This design comes from an exercise in tuning for small area, a short achievable clock period and few clock cycles per item on the open sky130 flow, not from production work.

Setup of delta:
==> flow/design.v <==
module huffman(clk, reset, gray_data, gray_valid, CNT_valid, CNT1, CNT2, CNT3, CNT4, CNT5, CNT6,
    code_valid, HC1, HC2, HC3, HC4, HC5, HC6, M1, M2, M3, M4, M5, M6);
input clk;
input reset;
input gray_valid;
input [7:0] gray_data;
output reg CNT_valid;
output [7:0] CNT1, CNT2, CNT3, CNT4, CNT5, CNT6;
output reg code_valid;
output [7:0] HC1, HC2, HC3, HC4, HC5, HC6;
output [7:0] M1, M2, M3, M4, M5, M6;
reg [1:0] st;
reg [5:0] sel;
reg [6:0] w[0:5];
reg [2:0] pos[0:5];
reg [4:0] hc[0:5];
reg [4:0] m[0:5];
reg par;         
reg merged;      
reg srt;         
reg chk;         
reg [3:1] pend;  
reg [2:0] ncomb;
integer i;
function lt7(input [6:0] x, input [6:0] z);
	integer j;
	reg r;
	begin
		r = 1'b0;
		for (j = 0; j < 7; j = j + 1)
			r = (~x[j] & z[j]) | (~(x[j] & ~z[j]) & r);
		lt7 = r;
	end
endfunction
function [6:0] add7(input [6:0] x, input [6:0] z);
	integer j, k;
	reg [6:0] g, p, c;
	reg gg;
	begin
		g = x & z;
		p = x ^ z;
		for (j = 0; j < 7; j = j + 1) begin
			gg = 1'b0;
			for (k = 0; k < j; k = k + 1)
				gg = g[k] | (p[k] & gg);
			c[j] = gg;
		end
		add7 = p ^ c;
	end
endfunction
wire idle     = (st == 2'd0);
wire counting = (st == 2'd1);
wire build    = (st == 2'd2);
reg [6:0] cur, inc;
always @* begin
	cur = 7'd0;
	for (i = 0; i < 6; i = i + 1)
		cur = cur | ({7{sel[i]}} & w[i]);
	for (i = 0; i < 7; i = i + 1)
		inc[i] = cur[i] ^ (&(cur | ~((7'd1 << i) - 7'd1)));
end
reg [4:0] lt;
always @* begin
	for (i = 0; i < 5; i = i + 1)
		lt[i] = lt7(w[i], w[i + 1]);
end
wire in_order = ~|lt;
wire comb = build && (merged ? (!chk && pend == 3'd0) : srt);
wire last = comb && (ncomb == 3'd4);
wire [6:0] sum = add7(w[4], w[5]);
reg [4:0] swap;
always @* begin
	for (i = 0; i < 5; i = i + 1) begin
		if (!build)
			swap[i] = 1'b0;
		else if (!merged)
			swap[i] = lt[i] && (i[0] == par);
		else if (chk)
			swap[i] = (i == 4) && lt[4];
		else
			swap[i] = (i >= 1 && i <= 3) && pend[i] && (i == 3 || !pend[i + 1]);
	end
end
reg [2:0] np[0:5];
always @* begin
	for (i = 0; i < 6; i = i + 1) begin
		if (comb)
			np[i] = (i >= 4) ? 3'd5 : i + 1;
		else if (i < 5 && swap[i])
			np[i] = i + 1;
		else if (i > 0 && swap[i - 1])
			np[i] = i - 1;
		else
			np[i] = i;
	end
end
always @(posedge clk or posedge reset) begin
	if (reset) begin
		st <= 2'd0;
		sel <= 6'd0;
		CNT_valid <= 1'b0;
		code_valid <= 1'b0;
	end
	else begin
		if (idle)
			st <= gray_valid ? 2'd1 : 2'd0;
		else if (counting)
			st <= gray_valid ? 2'd1 : 2'd2;
		else if (last)
			st <= 2'd0;
		for (i = 0; i < 6; i = i + 1)
			sel[i] <= gray_valid && (gray_data[2:0] == i + 1);
		CNT_valid <= counting && !gray_valid;
		code_valid <= last;
	end
end
always @(posedge clk) begin
	if (!build) begin
		par <= 1'b0;
		merged <= 1'b0;
		srt <= 1'b0;
		chk <= 1'b0;
		ncomb <= 3'd0;
	end
	else begin
		par <= ~par;
		srt <= in_order;
		chk <= comb;
		if (comb) begin
			merged <= 1'b1;
			ncomb <= ncomb + 3'd1;
		end
	end
	if (chk) begin
		for (i = 1; i < 4; i = i + 1)
			pend[i] <= lt7(w[i], w[5]);
	end
	else
		pend <= pend & ~swap[3:1];
end
always @(posedge clk) begin
	for (i = 0; i < 6; i = i + 1) begin
		if (idle)
			w[i] <= 7'd0;
		else if (counting) begin
			if (sel[i])
				w[i] <= inc;
		end
		else if (i > 0 && (comb ? i < 5 : swap[i - 1]))
			w[i] <= w[i - 1];
		else if (i < 5 && swap[i])
			w[i] <= w[i + 1];
		else if (comb)
			w[i] <= (i == 0) ? 7'd127 : sum;
	end
end
always @(posedge clk) begin
	for (i = 0; i < 6; i = i + 1) begin
		if (!build) begin
			pos[i] <= i;
			hc[i] <= 5'd0;
			m[i] <= 5'd0;
		end
		else begin
			pos[i] <= np[pos[i]];
			if (comb && pos[i][2]) begin
				m[i] <= {m[i][3:0], 1'b1};
				if (pos[i][0])
					hc[i] <= hc[i] | ({m[i][3:0], 1'b1} & ~m[i]);
			end
		end
	end
end
assign CNT1 = {1'b0, w[0]};
assign CNT2 = {1'b0, w[1]};
assign CNT3 = {1'b0, w[2]};
assign CNT4 = {1'b0, w[3]};
assign CNT5 = {1'b0, w[4]};
assign CNT6 = {1'b0, w[5]};
assign HC1 = {3'b0, hc[0]};
assign HC2 = {3'b0, hc[1]};
assign HC3 = {3'b0, hc[2]};
assign HC4 = {3'b0, hc[3]};
assign HC5 = {3'b0, hc[4]};
assign HC6 = {3'b0, hc[5]};
assign M1 = {3'b0, m[0][4:1], 1'b1};
assign M2 = {3'b0, m[1][4:1], 1'b1};
assign M3 = {3'b0, m[2][4:1], 1'b1};
assign M4 = {3'b0, m[3][4:1], 1'b1};
assign M5 = {3'b0, m[4][4:1], 1'b1};
assign M6 = {3'b0, m[5][4:1], 1'b1};
endmodule
export LEC_CHECK = 0
export CAP_MARGIN = 20
export CORE_MARGIN = 2
export CORE_UTILIZATION = 40
export SETUP_SLACK_MARGIN = 3.7
export SLEW_MARGIN = 20
export TNS_END_PERCENT = 10
create_clock -name core_clock -period 6.0 [get_ports {clk}]
standard.sh (not shown) runs the stock make flow with config.mk's settings and CLKGATE_MAP_FILE= SYNTH_SCRIPT=/design/flow/synth_recipe.tcl, a recipe that flattens the netlist after the stock synthesis.
==> flow/flow/run.sh <==
#!/bin/bash
# Standard layout, with plain buffers (instead of the delay buffers buffer_ports picks by
# default) on the input and output ports.
set -euo pipefail
export BUFFER_PORTS_ARGS="-buffer_cell sky130_fd_sc_hd__buf_2"
bash standard.sh > standard_flow.log 2>&1
--- input diff delta..pepper ---
--- a/flow/design.v
+++ b/flow/design.v
@@ -20,34 +20,47 @@
 reg srt;         
 reg chk;         
 reg [3:1] pend;  
 reg [2:0] ncomb;
 integer i;
 function lt7(input [6:0] x, input [6:0] z);
-	integer j;
-	reg r;
+	reg [6:0] l, e;
+	reg l65, e65, l43, e43, l21, e21, l6to3, e6to3, l2to0;
 	begin
-		r = 1'b0;
-		for (j = 0; j < 7; j = j + 1)
-			r = (~x[j] & z[j]) | (~(x[j] & ~z[j]) & r);
-		lt7 = r;
+		l = ~x & z;
+		e = ~(x ^ z);
+		l65 = l[6] | (e[6] & l[5]);
+		e65 = e[6] & e[5];
+		l43 = l[4] | (e[4] & l[3]);
+		e43 = e[4] & e[3];
+		l21 = l[2] | (e[2] & l[1]);
+		e21 = e[2] & e[1];
+		l6to3 = l65 | (e65 & l43);
+		e6to3 = e65 & e43;
+		l2to0 = l21 | (e21 & l[0]);
+		lt7 = l6to3 | (e6to3 & l2to0);
 	end
 endfunction
 function [6:0] add7(input [6:0] x, input [6:0] z);
-	integer j, k;
 	reg [6:0] g, p, c;
-	reg gg;
+	reg g10, g32, p32, g54, p54;
 	begin
 		g = x & z;
 		p = x ^ z;
-		for (j = 0; j < 7; j = j + 1) begin
-			gg = 1'b0;
-			for (k = 0; k < j; k = k + 1)
-				gg = g[k] | (p[k] & gg);
-			c[j] = gg;
-		end
+		g10 = g[1] | (p[1] & g[0]);
+		g32 = g[3] | (p[3] & g[2]);
+		p32 = p[3] & p[2];
+		g54 = g[5] | (p[5] & g[4]);
+		p54 = p[5] & p[4];
+		c[0] = 1'b0;
+		c[1] = g[0];
+		c[2] = g10;
+		c[3] = g[2] | (p[2] & g10);
+		c[4] = g32 | (p32 & g10);
+		c[5] = g[4] | (p[4] & c[4]);
+		c[6] = g54 | (p54 & c[4]);
 		add7 = p ^ c;
 	end
 endfunction
 wire idle     = (st == 2'd0);
 wire counting = (st == 2'd1);
 wire build    = (st == 2'd2);
Findings:
- pepper ends up with higher height of the die than delta does.
- delta -> pepper: standard cell area after detailed placement increased by a few percent
- The distinct cell type count of the synthesized netlist of pepper exceeds that of delta by 14.
- Re total wirelength of the detailed-routed design: pepper is about 20% up on delta.
- Final worst slack: pepper better than delta
- Looking at final area across both flows, pepper is the weaker of the two, with delta ahead.
No functional check of the RTL was part of any run of this note.

## separate check: timing with driven ports
In the flow no input, the clock included, has a driving cell. The finished layouts below were timed again as built, in two steps.
Step 1 assumes that a clkbuf_16 drives the clock port and a buf_2 every other input.
Step 2 times the ports against the registers' clock, not the clock port: input delays grow and output delays shrink by t, the midpoint of the rising clock arrivals with the driver on.
Three values: ideal ports, drivers, drivers and shift; two values: the first two.
run | shift t [ns] | slack for setup (ns) | hold WS [ns]
delta | 0.472 | 3.006 / 3.006 / 3.006 | 0.459 / 0.459 / 0.459
pepper | 0.487 | 3.340 / 3.340 / 3.340 | 0.461 / 0.461 / 0.461
After both steps every run listed still meets setup and hold.
